This is an optimization exercise on Yosys and OpenROAD, whose aim is small area, a short achievable clock period and few clock cycles per item, not a production implementation.
At most, simulation tests tie the RTL to the original design; equivalence was not proved.

==> inputs of v2 <==
Design fir_1, start of the top module:
module fir_1(
    input clk,
    input reset_p,
    input [15:0]x,
    input act,
    output reg [15:0]y,
    output ready
    );
    assign ready = 1'b1;
    reg [15:0] h0, h1, h2, h3, h4, h5, h6, h7, h8;
    reg [16:0] p2, p3, p4;
    reg [16:0] p1;
    reg [31:0] rs, rc;
    wire i1;
    wire s2;
    wire c3;
    wire s4;
    wire c5;
    wire i6;
    wire s7;
    wire c8;
    wire s9;
    wire c10;
    wire s11;
    wire c12;
    wire s13;
    wire c14;
    wire i15;
    wire s16;
    wire c17;
    wire s18;
    wire c19;
    wire s20;
    wire c21;
    wire s22;
    wire c23;
    wire i24;
    wire s25;
    wire c26;
    wire i27;
    wire s28;
    wire c29;
    wire s30;
    wire c31;
    wire s32;
    wire c33;
    wire i34;
    wire s35;
    wire c36;
    wire s37;
    wire c38;
    wire s39;
    wire c40;
    wire s41;
    wire c42;
    wire s43;
    wire c44;
    wire s45;
    wire c46;
    wire s47;
    wire c48;
    wire s49;
    wire c50;
    wire s51;
    wire c52;
    wire s53;
    wire c54;
    wire s55;
    wire c56;
    wire i57;
    wire s58;
  ...
Settings: LEC_CHECK=0, ABC_AREA=1, CAP_MARGIN=20, CORE_MARGIN=2, CORE_UTILIZATION=40, CTS_CLUSTER_DIAMETER=80, CTS_CLUSTER_SIZE=30, SETUP_SLACK_MARGIN=5, SLEW_MARGIN=20, SYNTH_HIERARCHICAL=1, SYNTH_MINIMUM_KEEP_SIZE=0; clock period 10.0 ns.
run.sh (not shown) runs the stock make flow with config.mk's settings and CLKGATE_MAP_FILE= SYNTH_SCRIPT=/design/flow/synth_recipe.tcl, a recipe that flattens the netlist after the stock synthesis.
==> inputs of v16, as changes to v2 <==
CTS_BUF_LIST = sky130_fd_sc_hd__clkbuf_16   (was unset)
CTS_CLUSTER_DIAMETER = 100   (was 80)
CTS_CLUSTER_SIZE = 20   (was 30)
==> run summary <==
- In v16 the sequential share of layout area is higher than in v2, by 0.24 points.
- Final cell count: v16 is lower than v2 (about 0.37%).
- Between v2 and v16, the lower final area is in v16 (gap 0.93%, measured against v16).
- In area after synthesis, v16 and v2 do not differ.
- In synthesized cell count, v2 and v16 do not differ.
==> figures <==
Status: v2 complete, no violations; v16 complete, no violations
WL final: v2 63.8 mm; v16 63.9 mm
Portion of the layout cell area used by clock cells: v2 3.23%; v16 2.40%
Critical path's largest stage delay: v2 510 ps; v16 900 ps
Worst hold slack: v2 475 ps; v16 474 ps
Number of nets in the final layout: v2 3046; v16 3041
Metal1 wirelength: v2 28.7 mm; v16 28.9 mm
Final instance count without filler cells: v2 3284; v16 3272
Number of clock buffers in the layout: v2 25; v16 21
GR met2 Demand/Resource: v2 35.8%; v16 36.0%
Testbench counts of v2, summed over its fixed seeds: cycles 3,200, items 3,200.
Testbench counts of v16, summed over its fixed seeds: cycles 3,200, items 3,200.

==> branch amber <==
fir_1, a different RTL version from the one above (not shown whole).
make LEC_CHECK=0 CAP_MARGIN=20 CORE_MARGIN=2 CORE_UTILIZATION=40 SLEW_MARGIN=20 SYNTH_HIERARCHICAL=1 SYNTH_MINIMUM_KEEP_SIZE=0 finish   # period 10.0 ns
==> inputs of branch juniper, as changes to branch amber <==
--- a/flow/config.mk
+++ b/flow/config.mk
@@ -10,2 +10,3 @@
 export CORE_UTILIZATION = 40
+export SETUP_SLACK_MARGIN = 3
 export SLEW_MARGIN = 20
==> flow_metrics.env <==
export IMPL_hpwl_um=47000
export IMPL_worst_ep_arrival_time_ns=6.53
export IMPL_outcome="complete, no violations"
export IMPL_layout_nets=2324
export IMPL_reg2regPathDepth=14
export IMPL_met1_length_um=26400
export IMPL_post_drt_wl_per_cell_um=24.3
export IMPL_grt_pass1_vias=15431
export IMPL_r2r_start="h3[5]"
-- figures above: branch amber

==> flow_metrics.env <==
export IMPL_outcome="complete, no violations"
export IMPL_met1_length_um=26500
export IMPL_r2r_start="h3[7]"
export IMPL_reg2regPathDepth=15
export IMPL_hpwl_um=46800
export IMPL_worst_ep_arrival_time_ns=6.47
export IMPL_post_drt_wl_per_cell_um=24.0
export IMPL_layout_nets=2325
export IMPL_grt_pass1_vias=15303
-- figures above: branch juniper

No run of this note included a check of the RTL's function; only the layout flow was run.

-- port drivers added, routing unchanged --
How much do the figures lean on ideal ports? The routed layouts below were timed once more, with nothing changed but the port constraints.
Step 1 (the two cells are an assumption about what drives the block):
set clk [get_ports {clk}]
set_driving_cell -lib_cell sky130_fd_sc_hd__clkbuf_16 $clk
set_driving_cell -lib_cell sky130_fd_sc_hd__buf_2 [delete_from_list [all_inputs] $clk]
Step 2 times the ports against the registers' clock, not the clock port: input delays grow and output delays shrink by t, the midpoint of the rising clock arrivals with the driver on.
Slacks: ideal ports / drivers / drivers and shift; pairs: ideal ports / drivers.
run	t, ns	slack for setup (ns)	clock arrival spread, ns	worst data-port slew with drivers (ns)	cell pins on the clock port's net
v2	0.620	5.141 / 5.141 / 4.700	0.028 / 0.028	0.12	1
v16	0.609	5.138 / 5.138 / 4.705	0.027 / 0.026	0.11	1
branch amber	0.647	3.901 / 3.935 / 3.288	0.017 / 0.016	0.05	1
branch juniper	0.644	4.012 / 4.045 / 3.401	0.019 / 0.020	0.06	1
After both steps setup and hold are still met in every run listed. The setup slack of branch amber, which loses most, moves by +0.034 ns with the drivers and by -0.613 ns with both steps.
